Context: an optimization exercise on an open-source flow, tuned for a short achievable clock period and few clock cycles. The choices shown serve that exercise and are no tape-out recipe. At most, simulation tests tie the RTL to the original design; equivalence was not proved. The RTL of runs 1, 2, 4 and 5 was laid out without a check of its function. In every run shown here, the design's own scripts or RTL, not TritonCTS, make the clock network. The clock port is modelled as an ideal driver, which makes a skipped or thinned clock tree look cheaper than it is; a real chip needs a root buffer or a tree. Power is estimated from default activity; no workload was simulated.

File: flow/config.mk
export PLATFORM = sky130hd
export DESIGN_NAME = day4_top
export DESIGN_NICKNAME = day4_top
export VERILOG_FILES = /design/flow/design.v
export SDC_FILE = /design/flow/constraint.sdc
export NUM_CORES = 4
export LEC_CHECK = 0
export ABC_CLOCK_PERIOD_IN_PS = 1500
export CAP_MARGIN = 20
export CORE_MARGIN = 2
export CORE_UTILIZATION = 60
export PLACE_DENSITY = 0.7
export SETUP_SLACK_MARGIN = 2.6
export SLEW_MARGIN = 20
export TNS_END_PERCENT = 100
export POST_CTS_TCL = /design/flow/flow/clocktree.tcl
File: flow/constraint.sdc
create_clock -name core_clock -period 4.0 [get_ports {clk}]
set_input_delay 0.8000 -clock core_clock [delete_from_list [all_inputs] [get_ports {clk}]]
set_output_delay 0.8000 -clock core_clock [all_outputs]
set_load 0.01 [all_outputs]
File: flow/design.v
`timescale 1ns / 1ps
module day4_top( clk, rst, rom_addr, rom_data, sum_overlap, sum_contain, done );
    input clk;
    input rst;
    output [13:0] rom_addr;
    input [7:0] rom_data;
    output [15:0] sum_contain;
    output [15:0] sum_overlap;
    output done;
    function lt2(input x1, input x0, input y1, input y0);
        lt2 = (~x1 & y1) | ((~x1 | y1) & ~x0 & y0);
    endfunction
    function [7:0] grp(input [6:0] x, input [6:0] y);
        grp = {lt2(y[6], y[5], x[6], x[5]), lt2(y[4], y[3], x[4], x[3]),
               lt2(y[2], y[1], x[2], x[1]), lt2(1'b0, y[0], 1'b0, x[0]),
               lt2(x[6], x[5], y[6], y[5]), lt2(x[4], x[3], y[4], y[3]),
               lt2(x[2], x[1], y[2], y[1]), lt2(1'b0, x[0], 1'b0, y[0])};
    endfunction
    function [3:0] halves(input [7:0] g);
        halves = {g[5] | (~g[1] & g[4]), g[1] | (~g[5] & g[0]),
                  g[7] | (~g[3] & g[6]), g[3] | (~g[7] & g[2])};
    endfunction
    localparam S_NEW = 0,    
               S_RA  = 1,    
               S_RD1 = 2,    
               S_RB2 = 3,    
               S_RC2 = 4,    
               S_RC  = 5,    
               S_RB3 = 6,    
               S_RD3 = 7,    
               S_RD4 = 8,    
               S_RB4 = 9,    
               S_IDL = 10,   
               S_RC5 = 11,   
               S_RB6 = 12;   
    localparam NS = 13;
    localparam [NS-1:0] ST_NEW = 1 << S_NEW, ST_RA = 1 << S_RA, ST_IDL = 1 << S_IDL;
    reg [13:0] addr;
    reg [6:0]  data_q;         
    reg [7:0]  ga, gb, gc, gd;
    reg        in99, inzero;   
    reg [NS-1:0] stA;
    reg [11:0]   lineA;
    reg [6:0]    aA, bA, cA, dA;
    reg          acA, caA, dbA, bdA, adA, cbA;   
    reg [NS-1:0] stB;
    reg [11:0]   lineB;
    reg [6:0]    aB, bB, cB, dB;
    reg          acB, caB, dbB, bdB, adB, cbB;
    reg          hiB;         
    reg          is99B;       
    reg          lt_a, lt_b, lt_c, lt_d;    
    reg          eq_a, eq_b, eq_d;          
    reg          disB;        
    reg          bothB;       
    reg          zero;
    reg [NS-1:0] stC;
    reg [11:0]   lineC;
    reg [6:0]    aC, bC, cC, dC;
    reg          acC, caC, dbC, bdC, adC, cbC;
    reg          freeC;       
    reg          zeroC;       
    reg          bothC;       
    reg          fullC;       
    reg [NS-1:0] contC;       
    reg [1:0]    offC;        
    reg [NS-1:0] stD;
    reg [11:0]   lineD;
    reg [6:0]    aD, bD, cD, dD;
    reg          acD, caD, dbD, bdD, adD, cbD;
    reg [11:0] next_line;
    reg [1:0]  fn;             
    reg        term;
    reg        rst_q;          
    reg        inc_c, inc_o;
    reg [15:0] cnt_c, cnt_o;
    reg [15:0] out_c, out_o;   
    reg [2:0]  fc, fo;         
    reg        int_done;
    assign rom_addr = addr;
    assign sum_contain = out_c;
    assign sum_overlap = out_o;
    assign done = int_done;
    wire [6:0] v = data_q;
    wire rd_a = stA[S_RA];
    wire rd_b = stA[S_RB2] | stA[S_RB3] | stA[S_RB4] | stA[S_RB6];
    wire rd_c = stA[S_RC2] | stA[S_RC] | stA[S_RC5];
    wire rd_d = stA[S_RD1] | stA[S_RD3] | stA[S_RD4];
    wire [3:0] ha = halves(ga), hb = halves(gb), hc = halves(gc), hd = halves(gd);
    wire a_lt_a = ha[0] | (~ha[1] & ha[2]);
    wire a_lt_b = hb[0] | (~hb[1] & hb[2]);
    wire a_lt_c = hc[0] | (~hc[1] & hc[2]);
    wire a_lt_d = hd[0] | (~hd[1] & hd[2]);
    wire a_gt_a = ha[1] | (~ha[0] & ha[3]);
    wire a_gt_b = hb[1] | (~hb[0] & hb[3]);
    wire a_gt_d = hd[1] | (~hd[0] & hd[3]);
    wire a_eq_a = ~a_lt_a & ~a_gt_a;
    wire a_eq_b = ~a_lt_b & ~a_gt_b;
    wire a_eq_d = ~a_lt_d & ~a_gt_d;
    wire a_99   = in99;
    wire a_dis  = (stA[S_RD1] & a_lt_a) | (stA[S_RB3] & a_lt_c) | (stA[S_RD4] & a_lt_a);
    wire a_both = (stA[S_RB2] & a_eq_d) | (stA[S_RC] & a_eq_a) |
                  (stA[S_RB3] & ~a_lt_c & a_99) | (stA[S_RD4] & ~a_lt_a & a_99) |
                  (stA[S_RC5] & (a_lt_a | a_eq_a));
    wire fin_dis  = disB;
    wire fin_both = bothB;
    wire fin_full = stB[S_RC2] | stB[S_RD3] | stB[S_RB4] | stB[S_RB6];
    wire [NS-1:0] cont;
    assign cont[S_NEW] = 1'b0;
    assign cont[S_RA]  = 1'b0;
    assign cont[S_RD1] = stB[S_RA] & hiB;
    assign cont[S_RC]  = stB[S_RA] & ~hiB;
    assign cont[S_RB2] = stB[S_RD1] & ~is99B;
    assign cont[S_RC5] = stB[S_RD1] & is99B;
    assign cont[S_RB6] = stB[S_RC5];
    assign cont[S_RC2] = stB[S_RB2];
    assign cont[S_RB3] = stB[S_RC] & ~lt_a;
    assign cont[S_RD4] = stB[S_RC] & lt_a;
    assign cont[S_RD3] = stB[S_RB3];
    assign cont[S_RB4] = stB[S_RD4];
    assign cont[S_IDL] = stB[S_IDL];
    wire [1:0] cont_off = (cont[S_RD1] | cont[S_RD3] | cont[S_RD4]) ? 2'd3 :
                          (cont[S_RC2] | cont[S_RC] | cont[S_RC5]) ? 2'd2 :
                          (cont[S_RB2] | cont[S_RB3] | cont[S_RB4] | cont[S_RB6]) ? 2'd1 : 2'd0;
    wire b_after_d = stB[S_RB2] | stB[S_RB4] | stB[S_RB6];
    wire d_after_b = stB[S_RD3];
    wire b_after_c = stB[S_RB3] | stB[S_RB4] | stB[S_RB6];
    wire c_after_b = stB[S_RC2];
    wire c_read    = stB[S_RC2] | stB[S_RC] | stB[S_RC5];
    wire d_read    = stB[S_RD1] | stB[S_RD3] | stB[S_RD4];
    wire n_ac = c_read ? ~lt_a : acB;
    wire n_ca = c_read ? (lt_a | eq_a) : caB;
    wire n_ad = d_read ? ~lt_a : adB;
    wire n_db = b_after_d ? ~lt_d : d_after_b ? (lt_b | eq_b) : dbB;
    wire n_bd = b_after_d ? (lt_d | eq_d) : d_after_b ? ~lt_b : bdB;
    wire n_cb = b_after_c ? ~lt_c : c_after_b ? (lt_b | eq_b) : cbB;
    wire new_line = freeC & ~term;
    wire to_idle  = (stC[S_RA] & (zeroC | term)) | (freeC & term) | stC[S_IDL];
    wire [NS-1:0] n_st = new_line ? ST_RA : to_idle ? ST_IDL : contC;
    wire [11:0] n_line = new_line ? next_line : lineC;
    wire [1:0]  n_off  = new_line ? 2'd0 : offC;
    always @(posedge clk) begin
        data_q <= rom_data[6:0];
        ga <= grp(rom_data[6:0], aD);
        gb <= grp(rom_data[6:0], bD);
        gc <= grp(rom_data[6:0], cD);
        gd <= grp(rom_data[6:0], dD);
        in99 <= (rom_data[6:0] == 7'd99);
        inzero <= (rom_data == 8'd0);
        if (rst_q) begin
            addr <= 14'd0;
            stA <= ST_NEW;
            stB <= ST_NEW;
            stC <= ST_NEW;
            stD <= ST_RA;
            freeC <= 1'b1;
            zeroC <= 1'b0;
            bothC <= 1'b0;
            fullC <= 1'b0;
            lineD <= 12'd0;
            next_line <= 12'd1;
            fn <= 2'd0;
            term <= 1'b0;
        end else begin
            stB <= stA;
            stC <= stB;
            freeC <= fin_dis | fin_both | fin_full | stB[S_NEW];
            zeroC <= stB[S_RA] & zero;
            bothC <= fin_both;
            fullC <= fin_full;
            addr <= {n_line, n_off};
            stD <= n_st;
            lineD <= n_line;
            if (new_line) begin
                next_line[3:0] <= next_line[3:0] + 4'd1;
                if (fn[0]) next_line[7:4] <= next_line[7:4] + 4'd1;
                if (fn[0] & fn[1]) next_line[11:8] <= next_line[11:8] + 4'd1;
                fn[0] <= (next_line[3:0] == 4'd14);
                if (fn[0]) fn[1] <= (next_line[7:4] == 4'd14);
            end
            if (stC[S_RA] & zeroC)
                term <= 1'b1;
            stA <= stD;
        end
        if (rst | rst_q)
            int_done <= 1'b0;
        else if (term & stA[S_IDL] & stB[S_IDL] & stC[S_IDL] & stD[S_IDL])
            int_done <= 1'b1;
        rst_q <= rst;
        if (rst_q) begin
            inc_c <= 1'b0;
            inc_o <= 1'b0;
            cnt_c <= 16'd0;
            cnt_o <= 16'd0;
            fc <= 3'd0;
            fo <= 3'd0;
        end else begin
            inc_c <= bothC | (fullC & ((acC & dbC) | (caC & bdC)));
            inc_o <= bothC | (fullC & adC & cbC);
            if (inc_c) begin
                cnt_c[3:0] <= cnt_c[3:0] + 4'd1;
                if (fc[0]) cnt_c[7:4] <= cnt_c[7:4] + 4'd1;
                if (fc[0] & fc[1]) cnt_c[11:8] <= cnt_c[11:8] + 4'd1;
                if (fc[0] & fc[1] & fc[2]) cnt_c[15:12] <= cnt_c[15:12] + 4'd1;
                fc[0] <= (cnt_c[3:0] == 4'd14);
                if (fc[0]) fc[1] <= (cnt_c[7:4] == 4'd14);
                if (fc[0] & fc[1]) fc[2] <= (cnt_c[11:8] == 4'd14);
            end
            if (inc_o) begin
                cnt_o[3:0] <= cnt_o[3:0] + 4'd1;
                if (fo[0]) cnt_o[7:4] <= cnt_o[7:4] + 4'd1;
                if (fo[0] & fo[1]) cnt_o[11:8] <= cnt_o[11:8] + 4'd1;
                if (fo[0] & fo[1] & fo[2]) cnt_o[15:12] <= cnt_o[15:12] + 4'd1;
                fo[0] <= (cnt_o[3:0] == 4'd14);
                if (fo[0]) fo[1] <= (cnt_o[7:4] == 4'd14);
                if (fo[0] & fo[1]) fo[2] <= (cnt_o[11:8] == 4'd14);
            end
        end
        out_c <= cnt_c;
        out_o <= cnt_o;
        if (inc_c) begin
            out_c[3:0] <= cnt_c[3:0] + 4'd1;
            if (fc[0]) out_c[7:4] <= cnt_c[7:4] + 4'd1;
            if (fc[0] & fc[1]) out_c[11:8] <= cnt_c[11:8] + 4'd1;
            if (fc[0] & fc[1] & fc[2]) out_c[15:12] <= cnt_c[15:12] + 4'd1;
        end
        if (inc_o) begin
            out_o[3:0] <= cnt_o[3:0] + 4'd1;
            if (fo[0]) out_o[7:4] <= cnt_o[7:4] + 4'd1;
            if (fo[0] & fo[1]) out_o[11:8] <= cnt_o[11:8] + 4'd1;
            if (fo[0] & fo[1] & fo[2]) out_o[15:12] <= cnt_o[15:12] + 4'd1;
        end
        lineB <= lineA;
        aB <= rd_a ? v : aA;
        bB <= rd_b ? v : bA;
        cB <= rd_c ? v : cA;
        dB <= rd_d ? v : dA;
        acB <= acA; caB <= caA; dbB <= dbA; bdB <= bdA; adB <= adA; cbB <= cbA;
        hiB <= v[6];
        is99B <= in99;
        lt_a <= a_lt_a;
        lt_b <= a_lt_b;
        lt_c <= a_lt_c;
        lt_d <= a_lt_d;
        eq_a <= a_eq_a;
        eq_b <= a_eq_b;
        eq_d <= a_eq_d;
        disB <= a_dis;
        bothB <= a_both;
        zero <= inzero;
        lineC <= lineB;
        aC <= aB; bC <= bB; cC <= cB; dC <= dB;
        acC <= n_ac; caC <= n_ca; dbC <= n_db; bdC <= n_bd; adC <= n_ad; cbC <= n_cb;
        contC <= cont;
        offC <= cont_off;
        aD <= aC; bD <= bC; cD <= cC; dD <= dC;
        acD <= acC; caD <= caC; dbD <= dbC; bdD <= bdC; adD <= adC; cbD <= cbC;
        lineA <= lineD;
        aA <= aD; bA <= bD; cA <= cD; dA <= dD;
        acA <= acD; caA <= caD; dbA <= dbD; bdA <= bdD; adA <= adD; cbA <= cbD;
    end
endmodule
File: flow/flow/run.sh
#!/bin/bash
# The standard layout, with the clock tree that ORFS's CTS builds replaced
# by a two-level one (flow/clocktree.tcl, run as ORFS's POST_CTS_TCL hook).
set -euo pipefail
here=$(pwd)
echo "export POST_CTS_TCL = $here/flow/clocktree.tcl" >> config.mk
bash standard.sh finish > standard_make.log 2>&1
File: flow/flow/clocktree.tcl
# Rebuild the clock tree with two levels of inverters: the clock port drives
# four inv_16, one per quadrant of the registers' placement, and each of
# those drives CT_LEAVES clkinv_8, each driving the registers of one part of
# its quadrant (split at the median along the wider side), so the registers
# see the clock twice inverted. Run as POST_CTS_TCL, after ORFS's CTS.
set ::block [ord::get_db_block]
set db [ord::get_db]
set clk_net [$::block findNet clk]
if {![info exists ::env(CT_ROOT)]} { set ::env(CT_ROOT) sky130_fd_sc_hd__inv_16 }
if {![info exists ::env(CT_LEAF)]} { set ::env(CT_LEAF) sky130_fd_sc_hd__clkinv_8 }
set rootm [$db findMaster $::env(CT_ROOT)]
set leafm [$db findMaster $::env(CT_LEAF)]

# all clock sinks (register clock pins) reached from the clock port
set ::sinks {}
set ::cts_bufs {}
proc walk {net} {
  foreach it [$net getITerms] {
    set inst [$it getInst]
    if {[$it getIoType] != "INPUT"} { continue }
    set m [[$inst getMaster] getName]
    if {[string match "sky130_fd_sc_hd__clkbuf_*" $m] || [string match "sky130_fd_sc_hd__clkinv*" $m] || [string match "sky130_fd_sc_hd__buf_*" $m] || [string match "sky130_fd_sc_hd__inv_*" $m]} {
      lappend ::cts_bufs $inst
      foreach o [$inst getITerms] {
        if {[$o getIoType] == "OUTPUT" && [$o getNet] != "NULL"} { walk [$o getNet] }
      }
    } else {
      lappend ::sinks $it
    }
  }
}
walk $clk_net
puts "clocktree: [llength $::sinks] sinks, [llength $::cts_bufs] old buffers"


if {![info exists ::env(CT_LEAVES)]} { set ::env(CT_LEAVES) 4 }
set leaves_per_root $::env(CT_LEAVES)

# sink positions
set ::pos [dict create]
foreach it $::sinks {
  set b [[$it getInst] getBBox]
  dict set ::pos $it [list [expr {([$b xMin] + [$b xMax]) / 2}] [expr {([$b yMin] + [$b yMax]) / 2}]]
}
proc ctr {items} {
  set sx 0; set sy 0
  foreach it $items { lassign [dict get $::pos $it] x y; incr sx $x; incr sy $y }
  set n [llength $items]
  return [list [expr {$sx / $n}] [expr {$sy / $n}]]
}
# split items into n parts of near-equal size, cutting across the wider side
proc bisect {items n} {
  if {$n <= 1 || [llength $items] < 2} { return [list $items] }
  set xs {}; set ys {}
  foreach it $items { lassign [dict get $::pos $it] x y; lappend xs $x; lappend ys $y }
  set xs [lsort -integer $xs]; set ys [lsort -integer $ys]
  set wx [expr {[lindex $xs end] - [lindex $xs 0]}]
  set wy [expr {[lindex $ys end] - [lindex $ys 0]}]
  set k [expr {$wx >= $wy ? 0 : 1}]
  set sorted [lsort -integer -index 1 [lmap it $items {list $it [lindex [dict get $::pos $it] $k]}]]
  set n1 [expr {$n / 2}]
  set cut [expr {[llength $items] * $n1 / $n}]
  set a [lmap p [lrange $sorted 0 [expr {$cut - 1}]] {lindex $p 0}]
  set b [lmap p [lrange $sorted $cut end] {lindex $p 0}]
  return [concat [bisect $a $n1] [bisect $b [expr {$n - $n1}]]]
}
proc outpin {master} {
  foreach mt [$master getMTerms] {
    if {[$mt getIoType] == "OUTPUT"} { return [$mt getName] }
  }
}
proc place_buf {name master x y} {
  set inst [odb::dbInst_create $::block $master $name]
  $inst setLocation [expr {$x - [$master getWidth] / 2}] [expr {$y - [$master getHeight] / 2}]
  $inst setPlacementStatus PLACED
  return $inst
}
# drop the old tree
set old_nets {}
foreach inst $::cts_bufs {
  foreach o [$inst getITerms] {
    if {[$o getIoType] == "OUTPUT" && [$o getNet] != "NULL"} { lappend old_nets [$o getNet] }
  }
}
foreach it $::sinks { $it disconnect }
foreach inst $::cts_bufs { odb::dbInst_destroy $inst }
foreach n [lsort -unique $old_nets] {
  if {[llength [$n getITerms]] == 0 && [llength [$n getBTerms]] == 0} { odb::dbNet_destroy $n }
}


set roots [bisect $::sinks 4]
set r 0
foreach rg $roots {
  set rnet [odb::dbNet_create $::block "clknet_r$r"]
  $rnet setSigType CLOCK
  set l 0
  set lcs {}
  foreach lg [bisect $rg $leaves_per_root] {
    set lnet [odb::dbNet_create $::block "clknet_r${r}_l$l"]
    $lnet setSigType CLOCK
    lassign [ctr $lg] cx cy
    lappend lcs [list $cx $cy]
    set inst [place_buf "clkbuf_r${r}_l$l" $leafm $cx $cy]
    [$inst findITerm A] connect $rnet
    [$inst findITerm [outpin $leafm]] connect $lnet
    foreach it $lg { $it connect $lnet }
    puts "clocktree: root $r leaf $l: [llength $lg] sinks at [expr {$cx / 1000.0}] [expr {$cy / 1000.0}]"
    incr l
  }
  set sx 0; set sy 0
  foreach c $lcs { incr sx [lindex $c 0]; incr sy [lindex $c 1] }
  set inst [place_buf "clkbuf_r$r" $rootm [expr {$sx / [llength $lcs]}] [expr {$sy / [llength $lcs]}]]
  [$inst findITerm A] connect $clk_net
  [$inst findITerm [outpin $rootm]] connect $rnet
  incr r
}

detailed_placement
estimate_parasitics -placement
repair_timing_helper
detailed_placement
check_placement -verbose
File: flow/standard.sh
#!/bin/bash
# synth_recipe.tcl (not shown) runs the flow's synth.tcl, then flattens the netlist and writes it again
# the make line also repeats each setting of config.mk as NAME=value (left out here)
make -C /OpenROAD-flow-scripts/flow DESIGN_CONFIG=/design/flow/config.mk WORK_HOME=/design/flow/orfs CLKGATE_MAP_FILE= SYNTH_SCRIPT=/design/flow/synth_recipe.tcl "${@:-finish}"
==> results of run 1 <==
## registers in the layout, indices dropped and copies added, names as in the netlist, 8 cells and up
signal	flops
lineC	12
next_line	12
stA	13
cnt_c	16
stB	13
stD	12
contC	11
lineD	12
lineA	12
out_c	16
gd	8
lineB	12
ga	8
gb	8
out_o	16
cnt_o	16
## metal layers
metal / track usage, % / part of all wire [%]
met4: 6.34 / 2.4
met3: 3.39 / 2.5
met2: 33.4 / 50
met5: 0 / 0
met1: 23.3 / 45
## logic make-up (layout without fill, tap and decap cells)
kind of cell	after synthesis	after routing	share of synthesized area (%)
muxes	32	32	3.31
adders and majority gates	31	31	3.31
buffers and inverters	46	115	1.96
and+or+nand+nor	251	251	12.9
AOI/OAI and AO/OA	84	84	4.89
xor gates and xnor gates	31	31	2.51
DFF	384	384	71.2
## path summary, 6_finish.rpt
check	cells after the start	slack (ps)	start	end
worst max-delay path	1	2590	int_done	done
worst min-delay path	0	330	dC[3]	dD[3]
worst max register to register	4	2640	stA[2]	dB[3]
worst min register to register	0	330	dC[3]	dD[3]
## placed cells by master (no fill, tap or decap), drive strengths merged, types with 3 or more instances in the layout
cell,n
or3,4
a211oi,3
maj3,12
o21bai,3
nor2,31
a21boi,12
dfxtp,384
clkinv,16
inv,27
nor4,7
nand3,9
xor2,10
xnor2,21
nor3,9
and3,3
ha,19
mux2,30
and2,18
buf,67
nand4,20
o21ai,9
nand2,54
nor2b,82
a21oi,32
nand2b,7
o22ai,12
## power breakdown
part	switching, mW	internal [mW]	total, mW
logic	0.0733	0.0683	0.142
registers	0.0677	3.94	4.00
clock network	1.23	0.385	1.62
## metrics by stage
step           util, %  total power [mW]  worst slack, ps  hold slack [ps]
2_1_floorplan        -              4.15             2560              310
3_3_place_gp      64.7              4.20             1990              310
3_5_place_dp      64.7              4.21             1950              312
5_1_grt           67.7              5.96             2570              332
6_report          67.7              5.76             2590              329
## layout make-up
cell class              count  share of cell area (%)
well taps                 229                    2.37
flip-flops and latches    384                    64.0
clock inverters             2                   0.497
inverters                  43                    3.62
multi-input cells         429                    24.5
repair buffers             70                    4.98
==> run_results.csv, run 1 <==
group,metric,value,unit
global_routing,grt_start_max_net_pins,53,
logic_synthesis,synth.largest_area_cell,"dfxtp_1",
logic_synthesis,synth_top_area_share,71.2,%
pwr,peakVddDrop,0.000325,V
global_routing,grtUsageTotal,18.8,%
worst_setup_path,worstPathArrival,610,ps
layout,area_growth_syn_to_layout,11.8,%
die,ios,57,
worst_setup_path,start_kind,"flip-flop",
layout,fillers,1298,
layout,stdcell_area,12100,um2
sta,rsz0062_at_grt,"yes",
sta,finalSetupTns,0,ps
sta,slew_viol_final,0,
placed_design,place_area,11500,um2
sta,slew_headroom,62.5,%
sta,post-route-period-util,35.2,%
die,design.core.area,17800,um2
sta,tightest_slew,562,ps
worst_setup_path,slowest_stage,"dfxtp_2",
drt,detail-route-antenna-nets,0,
cts,clock_sinks,384,
sta,period_needed,1410,ps
logic_synthesis,synth_edf_count,0,
die,initial_core_util,60.6,%
die,std_cell_rows,49,
layout,final_cells,1157,
worst_setup_path,cp_cell_sequence,"buf_6",
drt,vias,5898,
pwr,power_leakage,4.88,nW
drt,drc,0,
sta,hold_viol_final,0,
worst_setup_path,required,3200,ps
placed_design,routabilityCongestion,0.826,
logic_synthesis,ys_ff_latch,384,
global_routing,grt_overflow,0,
logic_synthesis,synth_area,10800,um2
logic_synthesis,synthFlopType,"dfxtp_1",
drt,initialDrtViolationCount,260,
worst_setup_path,crit_buf_inv,1,
die,die-area,19100,um2
logic_synthesis,ys_warn_count,1,
logic_synthesis,ys_async_sr_fraction,0,%
worst_setup_path,critPathMaxStageDelay,360,ps
drt,routedWlPerCell,16.0,um
worst_setup_path,path_max_fanout,2,
cts,clkLatencyLatePin,130,ps
logic_synthesis,syn-num-nets,888,
layout,final_layout_size_suffix_gt1_share,19.4,%
worst_hold_path,hold_path_class,"flip-flop to flip-flop",
cts,clkTransAtPathRegs,90,ps
global_routing,antenna_found_initial,0,
sta,clock_skew,12.3,ps
layout,num_antenna_cells,0,
drt,drt_wl_total,18500,um
sta,setup_viol,0,
layout,multi_input_area,2960,um2
global_routing,grt_pass1_wl,29400,um
die,fp.dieW,138,um
layout,nNetsFinal,957,
logic_synthesis,yosys-top-cells-count,"384 x dfxtp_1, 81 x nor2b_1, 53 x nand2_1",
job,drv_cap,0,
placed_design,io_buffers,56,
logic_synthesis,syn_inst,859,
layout,regArea,7730,um2
drt,drt-pass1-iter-count,4,
run_status,status,"no timing/DRC/antenna violations",
worst_setup_path,worstSetupEndpointType,"primary output",
worst_setup_path,cpLargestDelayFamily,"flip-flops",
logic_synthesis,yosysSeqAreaShare,71.2,%
pwr,powerDensity,477,nW/um2
sta,fmax,0.711,GHz
logic_synthesis,avgSynthCellArea,12.6,um2
logic_synthesis,synthDistinctLibCells,54,
placed_design,hpwl,11500,um
logic_synthesis,yosys-top-cells-area,"dfxtp_1 71%, nor2b_1 4.7%, mux2_2 3.1%, ha_1 2.2%, nand2_1 1.8%",
die,die_h,138,um
logic_synthesis,yosysMostFrequentCell,"dfxtp_1",
drt,avgViaCountPerCell,5.10,
global_routing,grt_pass1_vias,5989,
worst_setup_path,path_class,"flip-flop to primary output",
placed_design,dp_cells,1121,
==> run 2, diff against run 1 <==
--- a/flow/design.v
+++ b/flow/design.v
@@ -182,10 +182,7 @@
                 term <= 1'b1;
             stA <= stD;
         end
-        if (rst | rst_q)
-            int_done <= 1'b0;
-        else if (term & stA[S_IDL] & stB[S_IDL] & stC[S_IDL] & stD[S_IDL])
-            int_done <= 1'b1;
+        int_done <= ~rst & ~rst_q & term & stA[S_IDL] & stB[S_IDL] & stC[S_IDL] & stD[S_IDL];
         rst_q <= rst;
         if (rst_q) begin
             inc_c <= 1'b0;
==> run_results.csv, run 2 <==
group,metric,value,unit
logic_synthesis,yosys-top-cells-count,"384 x dfxtp_1, 81 x nor2b_1, 54 x nand2_1",
layout,fillers,1306,
global_routing,use_met3,3.64,%
worst_hold_path,holdPathStages,0,
logic_synthesis,ys_ff_latch,384,
worst_hold_path,min_to,"bC[2]",
global_routing,grtUsageTotal,19.1,%
worst_setup_path,r2r_cells,3,
layout,stdcell_area,12200,um2
drt,routedWlPerCell,16.1,um
logic_synthesis,ys_async_sr_fraction,0,%
drt,vias,5851,
sta,tightest_slew,542,ps
global_routing,antenna_found_initial,0,
drt,avgViaCountPerCell,5.06,
layout,utilization,68.2,%
worst_setup_path,start_kind,"flip-flop",
logic_synthesis,synth_top_area_share,71.2,%
drt,drc,0,
placed_design,routabilityCongestion,0.810,
worst_setup_path,cpLargestDelayFamily,"flip-flops",
worst_setup_path,path_max_fanout,1,
placed_design,pre_cts_slack,1950,ps
logic_synthesis,avgSynthCellArea,12.6,um2
worst_setup_path,r2r_setup_slack,2630,ps
layout,num_antenna_cells,0,
logic_synthesis,synth.largest_area_cell,"dfxtp_1",
layout,layout_common_cells,"356 x dfxtp_1, 81 x nor2b_1, 54 x nand2_1",
die,initial_core_util,60.5,%
die,std_cell_rows,49,
layout,regArea,7720,um2
die,fp.dieW,138,um
die,die-area,19100,um2
worst_setup_path,r2r-end,"bB[5]",
drt,detail-route-antenna-nets,0,
pwr,peakVddDrop,0.000478,V
drt,initialDrtViolationCount,223,
logic_synthesis,ys_warn_count,1,
global_routing,grt_pass1_wl,29700,um
worst_hold_path,hold_path_class,"flip-flop to flip-flop",
global_routing,use_met2,33.2,%
global_routing,top_usage_layer,"met2",
sta,hold_slack,326,ps
sta,slew_viol_final,0,
cts,clock_sinks,384,
pwr,power_leakage,4.91,nW
logic_synthesis,syn_inst,859,
job,drv_cap,0,
worst_setup_path,critPathMaxStageDelay,340,ps
run_status,status,"no timing/DRC/antenna violations",
cts,clkTransAtPathRegs,80,ps
sta,fmax,0.722,GHz
cts,clkLatencyLatePin,130,ps
global_routing,grt_overflow,0,
sta,setup_viol,0,
worst_setup_path,crit_buf_inv,1,
pwr,powerDensity,482,nW/um2
worst_hold_path,hold_start,"bB[2]",
logic_synthesis,synth_area,10800,um2
logic_synthesis,synthDistinctLibCells,53,
layout,area_growth_syn_to_layout,12.6,%
logic_synthesis,syn-num-nets,888,
logic_synthesis,synth_edf_count,0,
worst_setup_path,required,3200,ps
logic_synthesis,synthFlopType,"dfxtp_1",
layout,multi_input_area,3010,um2
sta,rsz0062_at_grt,"yes",
sta,period_needed,1380,ps
sta,clock_skew,14.2,ps
global_routing,grt_start_max_net_pins,52,
placed_design,place_area,11500,um2
drt,drt-pass1-iter-count,4,
sta,finalSetupTns,0,ps
placed_design,hpwl,11400,um
die,design.core.area,17800,um2
die,die_h,138,um
worst_setup_path,cp_cell_sequence,"buf_6",
sta,post-route-period-util,34.6,%
logic_synthesis,yosys-top-cells-area,"dfxtp_1 71%, nor2b_1 4.7%, mux2_2 3.1%, ha_1 2.2%, nand2_1 1.9%",
layout,nNetsFinal,955,
worst_setup_path,path_class,"flip-flop to primary output",
worst_setup_path,worstSetupEndpointType,"primary output",
global_routing,grt_use_met1,24.7,%
worst_setup_path,r2r_start,"stA[3]",
logic_synthesis,yosysMostFrequentCell,"dfxtp_1",
placed_design,io_buffers,56,
layout,final_layout_size_suffix_gt1_share,19.8,%
sta,slew_headroom,63.6,%
global_routing,grt_pass1_vias,5924,
sta,worst_slack,2620,ps
die,ios,57,
drt,drt_wl_total,18600,um
layout,final_common_cell,"dfxtp_1",
logic_synthesis,yosysSeqAreaShare,71.2,%
worst_setup_path,worstPathArrival,580,ps
sta,hold_viol_final,0,
worst_setup_path,slowest_stage,"dfxtp_2",
[run 2: layer usage]
| layer | vias up | wire length (um) |
|---|---|---|
| met5 | - | 0 |
| met4 | 0 | 460 |
| met3 | 35 | 662 |
| met2 | 107 | 9070 |
| met1 | 2759 | 8430 |
| li1 | 2950 | - |
[run 2: worst max path at each step]
stage           startpoint          end  slack, ps  cells past startpoint
2_1_floorplan  rom_data[6]        ga[3]       2560                      3
3_5_place_dp   rom_data[5]        gc[7]       1950                      4
5_1_grt             stA[3]        bB[5]       2580                      3
6_report           addr[0]  rom_addr[0]       2620                      1
3_3_place_gp   rom_data[6]        gc[3]       1980                      3
[run 2: cell families (layout without fill, tap and decap cells)]
kind of cell	count (synthesis)	after routing	synth area share, %
compound gates	83	83	4.83
xor+xnor	31	31	2.51
fa+ha+maj	31	31	3.31
buf+inv	46	114	1.98
flops	384	384	71.2
mux	32	32	3.31
simple gates	252	252	12.9
[run 2: final cells by class]
type / count / area share (%)
flip-flops and latches: 384 / 63.5
repair buffers: 68 / 5.03
multi-input cells: 429 / 24.7
clock inverters: 3 / 0.741
well taps: 229 / 2.36
inverters: 43 / 3.59
[run 2: through the flow]
stage,total power [mW],cells
final,5.85,1156
after global routing,6.06,1156
after detailed placement,4.21,1121
after global placement,4.20,1121
after floorplan,4.15,859
[run 2: where the power goes]
group | internal (mW) | switching [mW] | leakage (nW)
sequential | 3.94 | 0.0691 | 3.15
combinational | 0.0745 | 0.0781 | 1.56
clock | 0.452 | 1.24 | 0.192
total | 4.46 | 1.39 | 4.91
==> run 3, diff against run 2 <==
--- a/flow/design.v
+++ b/flow/design.v
@@ -147,7 +147,7 @@
         gd <= grp(rom_data[6:0], dD);
         in99 <= (rom_data[6:0] == 7'd99);
         inzero <= (rom_data == 8'd0);
-        if (rst_q) begin
+        if (rst) begin
             addr <= 14'd0;
             stA <= ST_NEW;
             stB <= ST_NEW;
@@ -161,6 +161,7 @@
             next_line <= 12'd1;
             fn <= 2'd0;
             term <= 1'b0;
+            int_done <= 1'b0;
         end else begin
             stB <= stA;
             stC <= stB;
@@ -181,8 +182,8 @@
             if (stC[S_RA] & zeroC)
                 term <= 1'b1;
             stA <= stD;
-        end
-        int_done <= ~rst & ~rst_q & term & stA[S_IDL] & stB[S_IDL] & stC[S_IDL] & stD[S_IDL];
+            int_done <= term & stA[S_IDL] & stB[S_IDL] & stC[S_IDL] & stD[S_IDL];
+        end
         rst_q <= rst;
         if (rst_q) begin
             inc_c <= 1'b0;
==> run_results.csv, run 3 <==
group,metric,value,unit
worst_hold_path,hold_start,"cB[2]",
logic_synthesis,synthFlopType,"dfxtp_1",
sta,tightest_slew,649,ps
worst_hold_path,hold_path_class,"flip-flop to flip-flop",
drt,drt_wl_total,17700,um
layout,num_antenna_cells,0,
worst_setup_path,path_max_fanout,1,
logic_synthesis,yosys-top-cells-area,"dfxtp_1 71%, nor2b_1 4.7%, mux2_2 3.1%, ha_1 2.2%, nand2_1 1.8%",
logic_synthesis,syn_inst,857,
sta,slew_headroom,56.3,%
drt,detail-route-antenna-nets,0,
die,die-area,19100,um2
layout,area_growth_syn_to_layout,13.8,%
worst_setup_path,crit_buf_inv,1,
sta,period_needed,1380,ps
sta,clock_skew,12.1,ps
drt,avgViaCountPerCell,5.01,
pwr,p_seq_share,66.8,%
global_routing,grt_pass1_vias,5860,
sta,worst_slack,2620,ps
logic_synthesis,yosysSeqAreaShare,71.2,%
cts,clock_sinks,384,
logic_synthesis,yosys-top-cells-count,"384 x dfxtp_1, 81 x nor2b_1, 53 x nand2_1",
logic_synthesis,ys_async_sr_fraction,0,%
logic_synthesis,synthDistinctLibCells,55,
pwr,p_int,4.58,mW
die,design.core.area,17800,um2
layout,final_layout_size_suffix_gt1_share,20.3,%
die,ios,57,
logic_synthesis,synth_top_area_share,71.2,%
logic_synthesis,ys_ff_latch,384,
logic_synthesis,synth_top_family_by_area,"simple AND/OR/NAND/NOR gates",
drt,drc,0,
global_routing,grt_overflow,0,
drt,drt-pass1-iter-count,4,
logic_synthesis,muxShareOfSynthArea,3.31,%
worst_setup_path,start_kind,"flip-flop",
run_status,status,"no timing/DRC/antenna violations",
pwr,power_leakage,4.97,nW
drt,initialDrtViolationCount,223,
worst_setup_path,cpLargestDelayFamily,"flip-flops",
layout,multi_input_area,2990,um2
worst_setup_path,cp_cell_sequence,"buf_6",
sta,post-route-period-util,34.6,%
pwr,pwr-share-clk,30.7,%
logic_synthesis,synth_edf_count,0,
placed_design,routabilityCongestion,0.780,
placed_design,dp_cells,1122,
logic_synthesis,synthSimpleGateAreaFrac,12.9,%
sta,fmax,0.722,GHz
layout,final_cells,1161,
worst_setup_path,worstPathArrival,580,ps
pwr,p_sw_share,23.0,%
worst_setup_path,slowest_stage,"dfxtp_2",
worst_setup_path,path_class,"flip-flop to primary output",
die,initial_core_util,60.7,%
global_routing,antenna_found_initial,0,
placed_design,io_buffers,56,
layout,final_common_cell,"dfxtp_1",
logic_synthesis,ys_warn_count,1,
worst_setup_path,r2r_cells,4,
worst_hold_path,holdPathStages,0,
worst_hold_path,min_to,"cC[2]",
pwr,switching_power,1.37,mW
die,fp.dieW,138,um
worst_setup_path,required,3200,ps
logic_synthesis,synth.largest_area_cell,"dfxtp_1",
pwr,peakVddDrop,0.000311,V
logic_synthesis,synthAdderAreaFrac,3.31,%
layout,layout_common_cells,"353 x dfxtp_1, 81 x nor2b_1, 53 x nand2_1",
sta,setup_viol,0,
global_routing,grtUsageTotal,18.6,%
logic_synthesis,synth_area,10800,um2
cts,clkTransAtPathRegs,90,ps
worst_setup_path,r2r-end,"bothB",
placed_design,pre_cts_slack,1930,ps
worst_setup_path,r2r_setup_slack,2650,ps
drt,routedWlPerCell,15.3,um
sta,rsz0062_at_grt,"yes",
logic_synthesis,syn-num-nets,886,
worst_setup_path,critPathMaxStageDelay,340,ps
worst_setup_path,r2r_start,"gc[5]",
pwr,powerDensity,484,nW/um2
global_routing,grt_pass1_wl,29200,um
logic_synthesis,synth_compound_area_share,4.83,%
die,std_cell_rows,49,
sta,slew_viol_final,0,
logic_synthesis,synth-xor-area-share,2.51,%
layout,regArea,7730,um2
logic_synthesis,yosysMostFrequentCell,"dfxtp_1",
placed_design,hpwl,11500,um
pwr,comb_power_share,2.5,%
worst_setup_path,worstSetupEndpointType,"primary output",
logic_synthesis,avgSynthCellArea,12.6,um2
job,drv_cap,0,
global_routing,grt_start_max_net_pins,41,
layout,fillers,1269,
drt,vias,5820,
cts,clkLatencyLatePin,140,ps
sta,hold_viol_final,0,
sta,finalSetupTns,0,ps
layout,nNetsFinal,958,
die,die_h,138,um
[run 3: cell count changes after synthesis, sizes merged]
| cell | previous run | this run |
|---|---|---|
| clkbuf | 15 | 14 |
| nand3 | 10 | 9 |
| nor3b | 0 | 1 |
| nand2 | 55 | 54 |
| nand4 | 20 | 21 |
| nor3 | 9 | 8 |
[run 3: cells by family (layout without fill, tap and decap cells)]
kind of cell               after synthesis  count (layout)
and+or+nand+nor                        251             251
buffers and inverters                   45             120
AOI/OAI and AO/OA                       83              83
DFF                                    384             384
muxes                                   32              32
adders and majority gates               31              31
xor gates and xnor gates                31              31
[run 3: layout make-up]
class                   count  share of cell area (%)
repair buffers             72                    5.69
clock inverters             5                    1.22
multi-input cells         428                    24.3
inverters                  43                    3.53
well taps                 229                    2.33
flip-flops and latches    384                    62.9
[run 3: how the worst max path moves through the flow]
stage	startpoint	endpoint	slack [ps]	cells after the start
after floorplan	rom_data[6]	ga[3]	2560	3
after global placement	rom_data[1]	in99	1960	3
after detailed placement	rom_data[6]	gd[7]	1930	4
after global routing	gc[5]	bothB	2560	4
final	out_o[1]	sum_overlap[1]	2620	1
[run 3: through the flow]
stage | power (mW) | utilization, % | instance area [um2] | hold slack, ps
3_3_place_gp | 4.18 | 64.9 | 11500 | 311
3_5_place_dp | 4.19 | 64.9 | 11500 | 312
5_1_grt | 6.17 | 69.1 | 12300 | 337
2_1_floorplan | 4.13 | - | 10800 | 310
6_report | 5.95 | 69.1 | 12300 | 330
[run 3: metal layers]
metal,routed length (um),track usage [%],vias to the layer above,share of wire (%)
met4,294,4.46,0,1.7
met2,8660,32.3,74,49
met3,538,3.60,27,3.0
met1,8230,24.2,2757,46
met5,0,0,-,0
li1,-,-,2962,-
[run 3: power groups by stage]
| stage | registers [mW] | clock network (mW) | logic (mW) |
|---|---|---|---|
| finish | 3.98 | 1.82 | 0.151 |
| detailed placement | 4.06 | 0 | 0.127 |
| global placement | 4.06 | 0 | 0.122 |
| floorplan | 4.04 | 0 | 0.0938 |
| global route | 3.99 | 2.01 | 0.167 |
Testbench counts of run 3, summed over its fixed seeds: cycles 23,748.
==> run 4, diff against run 3 <==
--- a/flow/design.v
+++ b/flow/design.v
@@ -60,8 +60,6 @@
     reg          acC, caC, dbC, bdC, adC, cbC;
     reg          freeC;       
     reg          zeroC;       
-    reg          bothC;       
-    reg          fullC;       
     reg [NS-1:0] contC;       
     reg [1:0]    offC;        
     reg [NS-1:0] stD;
@@ -155,8 +153,6 @@
             stD <= ST_RA;
             freeC <= 1'b1;
             zeroC <= 1'b0;
-            bothC <= 1'b0;
-            fullC <= 1'b0;
             lineD <= 12'd0;
             next_line <= 12'd1;
             fn <= 2'd0;
@@ -167,8 +163,6 @@
             stC <= stB;
             freeC <= fin_dis | fin_both | fin_full | stB[S_NEW];
             zeroC <= stB[S_RA] & zero;
-            bothC <= fin_both;
-            fullC <= fin_full;
             addr <= {n_line, n_off};
             stD <= n_st;
             lineD <= n_line;
@@ -182,7 +176,8 @@
             if (stC[S_RA] & zeroC)
                 term <= 1'b1;
             stA <= stD;
-            int_done <= term & stA[S_IDL] & stB[S_IDL] & stC[S_IDL] & stD[S_IDL];
+            int_done <= term & stA[S_IDL] & stB[S_IDL] & stD[S_IDL] &
+                        (stC[S_IDL] | stC[S_RA] | freeC);
         end
         rst_q <= rst;
         if (rst_q) begin
@@ -193,8 +188,8 @@
             fc <= 3'd0;
             fo <= 3'd0;
         end else begin
-            inc_c <= bothC | (fullC & ((acC & dbC) | (caC & bdC)));
-            inc_o <= bothC | (fullC & adC & cbC);
+            inc_c <= fin_both | (fin_full & ((n_ac & n_db) | (n_ca & n_bd)));
+            inc_o <= fin_both | (fin_full & n_ad & n_cb);
             if (inc_c) begin
                 cnt_c[3:0] <= cnt_c[3:0] + 4'd1;
                 if (fc[0]) cnt_c[7:4] <= cnt_c[7:4] + 4'd1;
==> run_results.csv, run 4 <==
group,metric,value,unit
run_status,status,"no timing/DRC/antenna violations",
logic_synthesis,yosys-top-cells-area,"dfxtp_1 71%, nor2b_1 4.8%, mux2_2 3.2%, ha_1 2.2%, nand2_1 1.9%",
sta,tightest_slew,635,ps
job,drv_cap,0,
die,ios,57,
drt,avgViaCountPerCell,5.07,
drt,drt_wl_total,17900,um
logic_synthesis,ys_async_sr_fraction,0,%
drt,drc,0,
sta,worst_slack,2600,ps
logic_synthesis,synth_area,10700,um2
die,die-area,18900,um2
logic_synthesis,syn_inst,857,
layout,num_antenna_cells,0,
global_routing,antenna_found_initial,0,
logic_synthesis,syn-num-nets,886,
drt,detail-route-antenna-nets,0,
sta,setup_viol,0,
worst_setup_path,path_class,"flip-flop to flip-flop",
layout,layout_common_cells,"352 x dfxtp_1, 81 x nor2b_1, 53 x nand2_1",
placed_design,hpwl,11200,um
logic_synthesis,ys_ff_latch,382,
sta,clock_skew,12.3,ps
die,fp.dieW,138,um
logic_synthesis,ys_warn_count,1,
sta,slew_viol_final,0,
logic_synthesis,yosysMostFrequentCell,"dfxtp_1",
cts,clock_sinks,382,
layout,fillers,1223,
cts,clkLatencyLatePin,130,ps
logic_synthesis,synthFlopType,"dfxtp_1",
layout,nNetsFinal,962,
logic_synthesis,synth.largest_area_cell,"dfxtp_1",
die,die_h,138,um
die,design.core.area,17400,um2
sta,fmax,0.715,GHz
global_routing,grt_pass1_wl,28500,um
placed_design,routabilityCongestion,0.843,
global_routing,grt_pass1_vias,5782,
pwr,power_leakage,5.02,nW
drt,vias,5878,
sta,period_needed,1400,ps
layout,regArea,7690,um2
sta,finalSetupTns,0,ps
logic_synthesis,synth_top_area_share,71.4,%
layout,final_cells,1159,
layout,area_growth_syn_to_layout,14.4,%
cts,clkTransAtPathRegs,90,ps
pwr,peakVddDrop,0.000380,V
placed_design,io_buffers,56,
worst_setup_path,required,4020,ps
sta,hold_viol_final,0,
sta,post-route-period-util,35.0,%
worst_setup_path,worstSetupEndpointType,"flip-flop",
global_routing,grt_overflow,0,
sta,hold_slack,324,ps
worst_setup_path,start_kind,"flip-flop",
logic_synthesis,synthDistinctLibCells,49,
global_routing,grt_start_max_net_pins,39,
die,initial_core_util,61.7,%
worst_hold_path,hold_path_class,"flip-flop to flip-flop",
drt,initialDrtViolationCount,230,
pwr,powerDensity,474,nW/um2
sta,rsz0062_at_grt,"yes",
logic_synthesis,yosysSeqAreaShare,71.4,%
placed_design,dp_cells,1117,
sta,slew_headroom,57.6,%
layout,multi_input_area,3080,um2
worst_setup_path,path_max_fanout,4,
placed_design,pre_cts_slack,1900,ps
global_routing,grtUsageTotal,19.3,%
layout,final_layout_size_suffix_gt1_share,23.1,%
layout,final_common_cell,"dfxtp_1",
drt,routedWlPerCell,15.4,um
logic_synthesis,yosys-top-cells-count,"382 x dfxtp_1, 82 x nor2b_1, 55 x nand2_1",
worst_setup_path,worstPathArrival,1420,ps
logic_synthesis,avgSynthCellArea,12.5,um2
drt,drt-pass1-iter-count,4,
die,std_cell_rows,48,
logic_synthesis,synth_edf_count,0,
[run 4: cell types whose count changed in the layout (fill, tap and decap cells not counted), moves of 3 or more]
cell	before	now
nor2_4	1	4
a21boi_1	3	6
buf_2	26	34
maj3_2	8	12
buf_6	27	17
buf_4	11	17
or3_1	4	1
mux2i_1	2	5
maj3_1	4	0
a21boi_0	8	3
[run 4: final cells by class]
class	count	area share, %
Clock inverter	3	0.736
Inverter	46	3.66
Multi-Input combinational cell	426	25.1
Sequential cell	382	62.8
Tap cell	225	2.30
Timing Repair Buffer	77	5.38
[run 4: stage by stage]
step,util (%),power (mW),instance area (um2)
global placement,66.2,4.16,11500
floorplan,-,4.11,10800
detailed placement,66.2,4.17,11500
global route,70.6,6.01,12200
finish,70.6,5.80,12200
[run 4: cells by family (layout without fill, tap and decap cells)]
logic type      after synthesis  after routing  share of synthesized area [%]
xor+xnor                     31             31                           2.54
flops                       382            382                           71.4
simple gates                247            248                           12.5
compound gates               81             81                           4.67
mux                          35             35                           3.62
fa+ha+maj                    31             31                           3.34
buf+inv                      50            126                           1.94
[run 4: worst paths after layout]
kind,from,end,slack [ps],cells after the start
worst min register to register,dC[1],dD[1],320,0
worst max-delay path,stB[4],inc_c,2600,5
worst min-delay path,dC[1],dD[1],320,0
worst max register to register,stB[4],inc_c,2600,5
[run 4: metal layers]
metal  GRT usage, %  routed length (um)  vias up
li1               -                   -     2954
met1           24.4                8060     2805
met2           33.7                8920       88
met3           2.47                 532       31
met4           7.16                 391        0
met5              0                   0        -
[run 4: power breakdown]
| part | total [mW] | switching, mW | internal [mW] |
|---|---|---|---|
| clock | 1.68 | 1.23 | 0.452 |
| combinational | 0.165 | 0.0837 | 0.0810 |
| sequential | 3.96 | 0.0583 | 3.90 |
[run 4: worst max-delay path: stages, from the launching register on]
cell and delay (ps):
dfxtp_2 330, or3_4 430, nor2_4 90, a21oi_2 50, a221oi_2 330, nor3_2 70
==> run 5, diff against run 4 <==
==> flow/design.v (replaced) <==
`timescale 1ns / 1ps
module day4_top( clk, rst, rom_addr, rom_data, sum_overlap, sum_contain, done );
    input clk;
    input rst;
    output [13:0] rom_addr;
    input [7:0] rom_data;
    output [15:0] sum_contain;
    output [15:0] sum_overlap;
    output done;
    function below16(input [15:0] oh, input [3:0] x);    
        integer k;
        begin
            below16 = 1'b0;
            for (k = 0; k < 16; k = k + 1)
                below16 = below16 | (oh[k] & (x > k));
        end
    endfunction
    function above16(input [15:0] oh, input [3:0] x);    
        integer k;
        begin
            above16 = 1'b0;
            for (k = 0; k < 16; k = k + 1)
                above16 = above16 | (oh[k] & (x < k));
        end
    endfunction
    function below8(input [7:0] oh, input [2:0] x);
        integer k;
        begin
            below8 = 1'b0;
            for (k = 0; k < 8; k = k + 1)
                below8 = below8 | (oh[k] & (x > k));
        end
    endfunction
    function above8(input [7:0] oh, input [2:0] x);
        integer k;
        begin
            above8 = 1'b0;
            for (k = 0; k < 8; k = k + 1)
                above8 = above8 | (oh[k] & (x < k));
        end
    endfunction
    localparam S_NEW = 0,    
               S_RA  = 1,    
               S_RD1 = 2,    
               S_RB2 = 3,    
               S_RC2 = 4,    
               S_RC  = 5,    
               S_RB3 = 6,    
               S_RD3 = 7,    
               S_RD4 = 8,    
               S_RB4 = 9,    
               S_IDL = 10;   
    localparam NS = 11;
    localparam [NS-1:0] ST_NEW = 1 << S_NEW, ST_RA = 1 << S_RA, ST_IDL = 1 << S_IDL;
    reg [13:0] addr;
    reg [7:0]  data_q;
    reg [15:0] vh;             
    reg [7:0]  vl;             
    reg [NS-1:0] stA;
    reg [11:0]   lineA;
    reg [6:0]    aA, bA, cA, dA;
    reg          acA, caA, dbA, bdA, adA, cbA;   
    reg [NS-1:0] stB;
    reg [11:0]   lineB;
    reg [6:0]    aB, bB, cB, dB;
    reg          acB, caB, dbB, bdB, adB, cbB;
    reg          hiB;         
    reg [3:0]    ca, cb, cd;
    reg [2:0]    cc;
    reg          is99, zero;
    reg [NS-1:0] stC;
    reg [11:0]   lineC;
    reg [6:0]    aC, bC, cC, dC;
    reg          acC, caC, dbC, bdC, adC, cbC;
    reg          freeC;       
    reg          zeroC;       
    reg [NS-1:0] contC;       
    reg [1:0]    offC;        
    reg [NS-1:0] stD;
    reg [11:0]   lineD;
    reg [6:0]    aD, bD, cD, dD;
    reg          acD, caD, dbD, bdD, adD, cbD;
    reg [11:0] next_line;
    reg        term;
    reg        rst_q;          
    reg        inc_c, inc_o;
    reg [15:0] cnt_c, cnt_o;
    reg [2:0]  fc, fo;         
    reg        int_done;
    assign rom_addr = addr;
    assign sum_contain = cnt_c;
    assign sum_overlap = cnt_o;
    assign done = int_done;
    wire [6:0] v = data_q[6:0];
    wire rd_a = stA[S_RA];
    wire rd_b = stA[S_RB2] | stA[S_RB3] | stA[S_RB4];
    wire rd_c = stA[S_RC2] | stA[S_RC];
    wire rd_d = stA[S_RD1] | stA[S_RD3] | stA[S_RD4];
    wire lt_a = ca[0] | (~ca[1] & ca[2]);
    wire lt_b = cb[0] | (~cb[1] & cb[2]);
    wire lt_c = cc[0] | (~cc[1] & cc[2]);
    wire lt_d = cd[0] | (~cd[1] & cd[2]);
    wire eq_a = ~|ca;
    wire eq_b = ~|cb;
    wire eq_d = ~|cd;
    wire fin_dis  = (stB[S_RD1] & lt_a) | (stB[S_RB3] & lt_c) | (stB[S_RD4] & lt_a);
    wire fin_both = (stB[S_RB2] & eq_d) | (stB[S_RC] & eq_a) |
                    (stB[S_RB3] & ~lt_c & is99) | (stB[S_RD4] & ~lt_a & is99);
    wire fin_full = stB[S_RC2] | stB[S_RD3] | stB[S_RB4];
    wire [NS-1:0] cont;
    assign cont[S_NEW] = 1'b0;
    assign cont[S_RA]  = 1'b0;
    assign cont[S_RD1] = stB[S_RA] & hiB;
    assign cont[S_RC]  = stB[S_RA] & ~hiB;
    assign cont[S_RB2] = stB[S_RD1];
    assign cont[S_RC2] = stB[S_RB2];
    assign cont[S_RB3] = stB[S_RC] & ~lt_a;
    assign cont[S_RD4] = stB[S_RC] & lt_a;
    assign cont[S_RD3] = stB[S_RB3];
    assign cont[S_RB4] = stB[S_RD4];
    assign cont[S_IDL] = stB[S_IDL];
    wire [1:0] cont_off = (cont[S_RD1] | cont[S_RD3] | cont[S_RD4]) ? 2'd3 :
                          (cont[S_RC2] | cont[S_RC]) ? 2'd2 :
                          (cont[S_RB2] | cont[S_RB3] | cont[S_RB4]) ? 2'd1 : 2'd0;
    wire b_after_d = stB[S_RB2] | stB[S_RB4];
    wire d_after_b = stB[S_RD3];
    wire b_after_c = stB[S_RB3] | stB[S_RB4];
    wire c_after_b = stB[S_RC2];
    wire c_read    = stB[S_RC2] | stB[S_RC];
    wire d_read    = stB[S_RD1] | stB[S_RD3] | stB[S_RD4];
    wire n_ac = c_read ? ~lt_a : acB;
    wire n_ca = c_read ? (lt_a | eq_a) : caB;
    wire n_ad = d_read ? ~lt_a : adB;
    wire n_db = b_after_d ? ~lt_d : d_after_b ? (lt_b | eq_b) : dbB;
    wire n_bd = b_after_d ? (lt_d | eq_d) : d_after_b ? ~lt_b : bdB;
    wire n_cb = b_after_c ? ~lt_c : c_after_b ? (lt_b | eq_b) : cbB;
    wire new_line = freeC & ~term;
    wire to_idle  = (stC[S_RA] & (zeroC | term)) | (freeC & term) | stC[S_IDL];
    wire [NS-1:0] n_st = new_line ? ST_RA : to_idle ? ST_IDL : contC;
    wire [11:0] n_line = new_line ? next_line : lineC;
    wire [1:0]  n_off  = new_line ? 2'd0 : offC;
    always @(posedge clk) begin
        data_q <= rom_data;
        vh <= 16'd1 << rom_data[6:3];
        vl <= 8'd1 << rom_data[2:0];
        if (rst) begin
            addr <= 14'd0;
            stA <= ST_NEW;
            stB <= ST_NEW;
            stC <= ST_NEW;
            stD <= ST_RA;
            freeC <= 1'b1;
            zeroC <= 1'b0;
            lineD <= 12'd0;
            next_line <= 12'd1;
            term <= 1'b0;
            int_done <= 1'b0;
        end else begin
            stB <= stA;
            stC <= stB;
            freeC <= fin_dis | fin_both | fin_full | stB[S_NEW];
            zeroC <= stB[S_RA] & zero;
            addr <= {n_line, n_off};
            stD <= n_st;
            lineD <= n_line;
            if (new_line)
                next_line <= next_line + 12'd1;
            if (stC[S_RA] & zeroC)
                term <= 1'b1;
            stA <= stD;
            if (term & stA[S_IDL] & stB[S_IDL] & (stC[S_IDL] | stC[S_RA] | freeC) & stD[S_IDL])
                int_done <= 1'b1;
        end
        rst_q <= rst;
        if (rst_q) begin
            inc_c <= 1'b0;
            inc_o <= 1'b0;
            cnt_c <= 16'd0;
            cnt_o <= 16'd0;
            fc <= 3'd0;
            fo <= 3'd0;
        end else begin
            inc_c <= fin_both | (fin_full & ((n_ac & n_db) | (n_ca & n_bd)));
            inc_o <= fin_both | (fin_full & n_ad & n_cb);
            if (inc_c) begin
                cnt_c[3:0] <= cnt_c[3:0] + 4'd1;
                if (fc[0]) cnt_c[7:4] <= cnt_c[7:4] + 4'd1;
                if (fc[0] & fc[1]) cnt_c[11:8] <= cnt_c[11:8] + 4'd1;
                if (fc[0] & fc[1] & fc[2]) cnt_c[15:12] <= cnt_c[15:12] + 4'd1;
                fc[0] <= (cnt_c[3:0] == 4'd14);
                if (fc[0]) fc[1] <= (cnt_c[7:4] == 4'd14);
                if (fc[0] & fc[1]) fc[2] <= (cnt_c[11:8] == 4'd14);
            end
            if (inc_o) begin
                cnt_o[3:0] <= cnt_o[3:0] + 4'd1;
                if (fo[0]) cnt_o[7:4] <= cnt_o[7:4] + 4'd1;
                if (fo[0] & fo[1]) cnt_o[11:8] <= cnt_o[11:8] + 4'd1;
                if (fo[0] & fo[1] & fo[2]) cnt_o[15:12] <= cnt_o[15:12] + 4'd1;
                fo[0] <= (cnt_o[3:0] == 4'd14);
                if (fo[0]) fo[1] <= (cnt_o[7:4] == 4'd14);
                if (fo[0] & fo[1]) fo[2] <= (cnt_o[11:8] == 4'd14);
            end
        end
        lineB <= lineA;
        aB <= rd_a ? v : aA;
        bB <= rd_b ? v : bA;
        cB <= rd_c ? v : cA;
        dB <= rd_d ? v : dA;
        acB <= acA; caB <= caA; dbB <= dbA; bdB <= bdA; adB <= adA; cbB <= cbA;
        hiB <= v[6];
        ca <= {above8(vl, aA[2:0]), below8(vl, aA[2:0]), above16(vh, aA[6:3]), below16(vh, aA[6:3])};
        cb <= {above8(vl, bA[2:0]), below8(vl, bA[2:0]), above16(vh, bA[6:3]), below16(vh, bA[6:3])};
        cc <= {below8(vl, cA[2:0]), above16(vh, cA[6:3]), below16(vh, cA[6:3])};
        cd <= {above8(vl, dA[2:0]), below8(vl, dA[2:0]), above16(vh, dA[6:3]), below16(vh, dA[6:3])};
        is99 <= (v == 7'd99);
        zero <= (data_q == 8'd0);
        lineC <= lineB;
        aC <= aB; bC <= bB; cC <= cB; dC <= dB;
        acC <= n_ac; caC <= n_ca; dbC <= n_db; bdC <= n_bd; adC <= n_ad; cbC <= n_cb;
        contC <= cont;
        offC <= cont_off;
        aD <= aC; bD <= bC; cD <= cC; dD <= dC;
        acD <= acC; caD <= caC; dbD <= dbC; bdD <= bdC; adD <= adC; cbD <= cbC;
        lineA <= lineD;
        aA <= aD; bA <= bD; cA <= cD; dA <= dD;
        acA <= acD; caA <= caD; dbA <= dbD; bdA <= bdD; adA <= adD; cbA <= cbD;
    end
endmodule
--- a/flow/flow/clocktree.tcl
+++ b/flow/flow/clocktree.tcl
@@ -1,12 +1,12 @@
 # Rebuild the clock tree with two levels of inverters: the clock port drives
-# four inv_16, one per quadrant of the registers' placement, and each of
+# four clkinv_16, one per quadrant of the registers' placement, and each of
 # those drives CT_LEAVES clkinv_8, each driving the registers of one part of
 # its quadrant (split at the median along the wider side), so the registers
 # see the clock twice inverted. Run as POST_CTS_TCL, after ORFS's CTS.
 set ::block [ord::get_db_block]
 set db [ord::get_db]
 set clk_net [$::block findNet clk]
-if {![info exists ::env(CT_ROOT)]} { set ::env(CT_ROOT) sky130_fd_sc_hd__inv_16 }
+if {![info exists ::env(CT_ROOT)]} { set ::env(CT_ROOT) sky130_fd_sc_hd__clkinv_16 }
 if {![info exists ::env(CT_LEAF)]} { set ::env(CT_LEAF) sky130_fd_sc_hd__clkinv_8 }
 set rootm [$db findMaster $::env(CT_ROOT)]
 set leafm [$db findMaster $::env(CT_LEAF)]
==> run_results.csv, run 5 <==
group,metric,value,unit
job,drv_cap,0,
logic_synthesis,synth_area,10900,um2
die,std_cell_rows,49,
layout,nNetsFinal,1192,
worst_setup_path,crit_buf_inv,1,
drt,vias,7863,
logic_synthesis,yosys-top-cells-area,"dfxtp_1 62%, a21oi_1 3.8%, nor2_1 3.6%, mux2_2 2.6%, nand2_1 2.5%",
run_status,status,"no timing/DRC/antenna violations",
pwr,switching_power,1.35,mW
sta,slew_viol_final,0,
worst_setup_path,start_kind,"flip-flop",
pwr,comb_power_share,5.1,%
sta,post-route-period-util,40.6,%
logic_synthesis,syn_inst,1036,
drt,initialDrtViolationCount,635,
layout,final_common_cell,"dfxtp_1",
global_routing,grt_start_max_net_pins,41,
sta,setup_viol,0,
cts,clkLatencyLatePin,170,ps
global_routing,antenna_found_initial,0,
drt,dr_wl_met2,11100,um
logic_synthesis,ys_ff_latch,338,
placed_design,hpwl,13200,um
sta,period_needed,1620,ps
die,initial_core_util,60.8,%
logic_synthesis,yosysSeqAreaShare,62.3,%
pwr,p_seq_share,68.3,%
worst_setup_path,cp_cell_sequence,"buf_6 > o41ai_4 > o221ai_2 > a2111oi_2 > o21ai_1",
logic_synthesis,ys_async_sr_fraction,0,%
layout,top_regs,"cnt_c x16, cnt_o x16, vh x16",
worst_setup_path,cpLargestDelayFamily,"compound AO/OA/AOI/OAI gates",
cts,clkTransAtPathRegs,80,ps
worst_setup_path,path_max_fanout,7,
worst_setup_path,worstSetupEndpointType,"flip-flop",
worst_setup_path,required,4030,ps
worst_hold_path,holdPathStages,0,
die,ios,57,
logic_synthesis,syn-num-nets,1061,
drt,detail-route-antenna-nets,0,
placed_design,io_buffers,56,
cts,clock_sinks,338,
layout,utilization,74.3,%
placed_design,place_area,11500,um2
layout,layout_common_cells,"252 x dfxtp_1, 98 x nor2_1, 87 x buf_4",
sta,tightest_slew,598,ps
pwr,power_leakage,5.30,nW
sta,hold_viol_final,0,
pwr,powerDensity,391,nW/um2
worst_setup_path,worstPathArrival,1650,ps
logic_synthesis,synth.largest_area_cell,"dfxtp_1",
drt,drt-pass1-iter-count,6,
global_routing,grt_pass1_vias,7263,
die,die-area,19200,um2
logic_synthesis,ys_warn_count,1,
drt,highest_layer,"met4",
drt,drc,0,
logic_synthesis,synth_top_area_share,62.3,%
worst_setup_path,path_class,"flip-flop to flip-flop",
drt,met1_length,10200,um
drt,dr_wl_met3,1430,um
drt,avgViaCountPerCell,5.64,
logic_synthesis,avgSynthCellArea,10.5,um2
pwr,p_int,3.83,mW
sta,clock_skew,17.7,ps
logic_synthesis,synthFlopType,"dfxtp_1",
pwr,peakVddDrop,0.000331,V
logic_synthesis,yosys-top-cells-count,"338 x dfxtp_1, 104 x nor2_1, 82 x a21oi_1",
worst_setup_path,r2r_cells,5,
worst_hold_path,hold_path_class,"flip-flop to flip-flop",
logic_synthesis,synth_edf_count,0,
worst_setup_path,crit_cells,5,
layout,final_layout_size_suffix_gt1_share,29.7,%
placed_design,routabilityCongestion,0.863,
worst_setup_path,critPathMaxStageDelay,400,ps
pwr,power,5.18,mW
layout,area_growth_syn_to_layout,22.1,%
die,die_h,139,um
sta,rsz0062_at_grt,"yes",
pwr,pwr-share-clk,26.6,%
drt,routedWlPerCell,17.0,um
layout,stdcell_area,13300,um2
logic_synthesis,yosysMostFrequentCell,"dfxtp_1",
drt,drt_wl_total,23600,um
sta,slew_headroom,60.1,%
sta,finalSetupTns,0,ps
logic_synthesis,synthDistinctLibCells,64,
global_routing,grt_overflow,0,
die,fp.dieW,139,um
die,design.core.area,17800,um2
global_routing,grtUsageTotal,23.3,%
layout,num_antenna_cells,0,
sta,fmax,0.616,GHz
global_routing,grt_pass1_wl,37100,um
worst_setup_path,slowest_stage,"a2111oi_2",
pwr,p_sw_share,26.1,%
-- run 5: changes by cell type in the layout (fill, tap and decap cells not counted), sizes merged, moves of 13 or more --
cell and delta:
dfxtp -44, nand2 +15, nor3 +13, nor2 +71, buf +78, xor2 +13
nor2b -51, a21oi +49, o21ai +41
-- run 5: worst paths after layout --
check / startpoint / slack (ps) / end
setup reg to reg: vh[12] / 2380 / cb[1]
hold / removal: dC[5] / 320 / dD[5]
hold reg to reg: dC[5] / 320 / dD[5]
setup / recovery: vh[12] / 2380 / cb[1]
-- run 5: final cells by class --
class / instances / area, um2
sequential: 338 / 6970
fill: 1219 / 4590
multi-input combinational: 616 / 4050
timing repair buffer: 157 / 1430
inverter: 54 / 514
tap: 229 / 287
-- run 5: kinds of logic (layout without fill, tap and decap cells) --
| logic type | after synthesis | count (layout) | share of synthesized area (%) |
|---|---|---|---|
| buffers and inverters | 82 | 211 | 3.61 |
| AOI/OAI and AO/OA | 220 | 220 | 12.6 |
| muxes | 25 | 25 | 2.59 |
| xor gates and xnor gates | 32 | 32 | 2.58 |
| and+or+nand+nor | 323 | 323 | 14.4 |
| DFF | 338 | 338 | 62.3 |
| adders and majority gates | 16 | 16 | 1.82 |
-- run 5: power by group through the flow --
stage	clock network, mW	logic (mW)	registers [mW]
2_1_floorplan	0	0.165	3.57
3_3_place_gp	0	0.183	3.62
3_5_place_dp	0	0.186	3.63
5_1_grt	1.55	0.289	3.55
6_report	1.38	0.265	3.54
-- run 5: stage by stage --
step / cells / setup WS [ps] / hold slack [ps]
after detailed placement: 1276 / 1980 / 312
final: 1394 / 2380 / 322
after global placement: 1276 / 2000 / 310
after floorplan: 1036 / 2550 / 310
after global routing: 1394 / 2350 / 331
-- run 5: metal layers --
layer	up-vias	global-route usage [%]
li1	3805	-
met1	3690	31.3
met2	292	38.5
met3	76	3.78
met4	0	8.49
met5	-	0

[what the ideal ports hide]
Ports are ideal in the flow. The routed layouts listed here were re-timed in OpenROAD.
Step 1 sets driving cells, clkbuf_16 on the clock port and buf_2 on the other inputs (assumed; they add their load-dependent delay and slew).
Step 2 moves the port delays by t, midway between the first and last clock arrival at a register: inputs arrive t later, outputs are due t later. That takes back most of the time a late clock gives input paths.
Slacks: no drivers / after step 1 / after step 2; pairs: no drivers / after step 1.
run | t, ns | slack for setup (ns) | worst setup path at the end | worst data-port slew with drivers (ns) | pins driven straight from the clock port
run 1 | 0.320 | 2.593 / 2.399 / 2.473 | input to register | 0.05 | 4
run 2 | 0.322 | 2.616 / 2.421 / 2.486 | input to register | 0.04 | 4
run 3 | 0.321 | 2.615 / 2.423 / 2.412 | input to register | 0.12 | 4
run 4 | 0.321 | 2.602 / 2.424 / 2.430 | input to register | 0.15 | 4
run 5 | 0.379 | 2.377 / 2.354 / 2.377 | register to register | 0.07 | 4
After both steps every run listed still meets setup and hold. The setup slack of run 3, which loses most, moves by -0.192 ns with the drivers and by -0.203 ns with both steps.
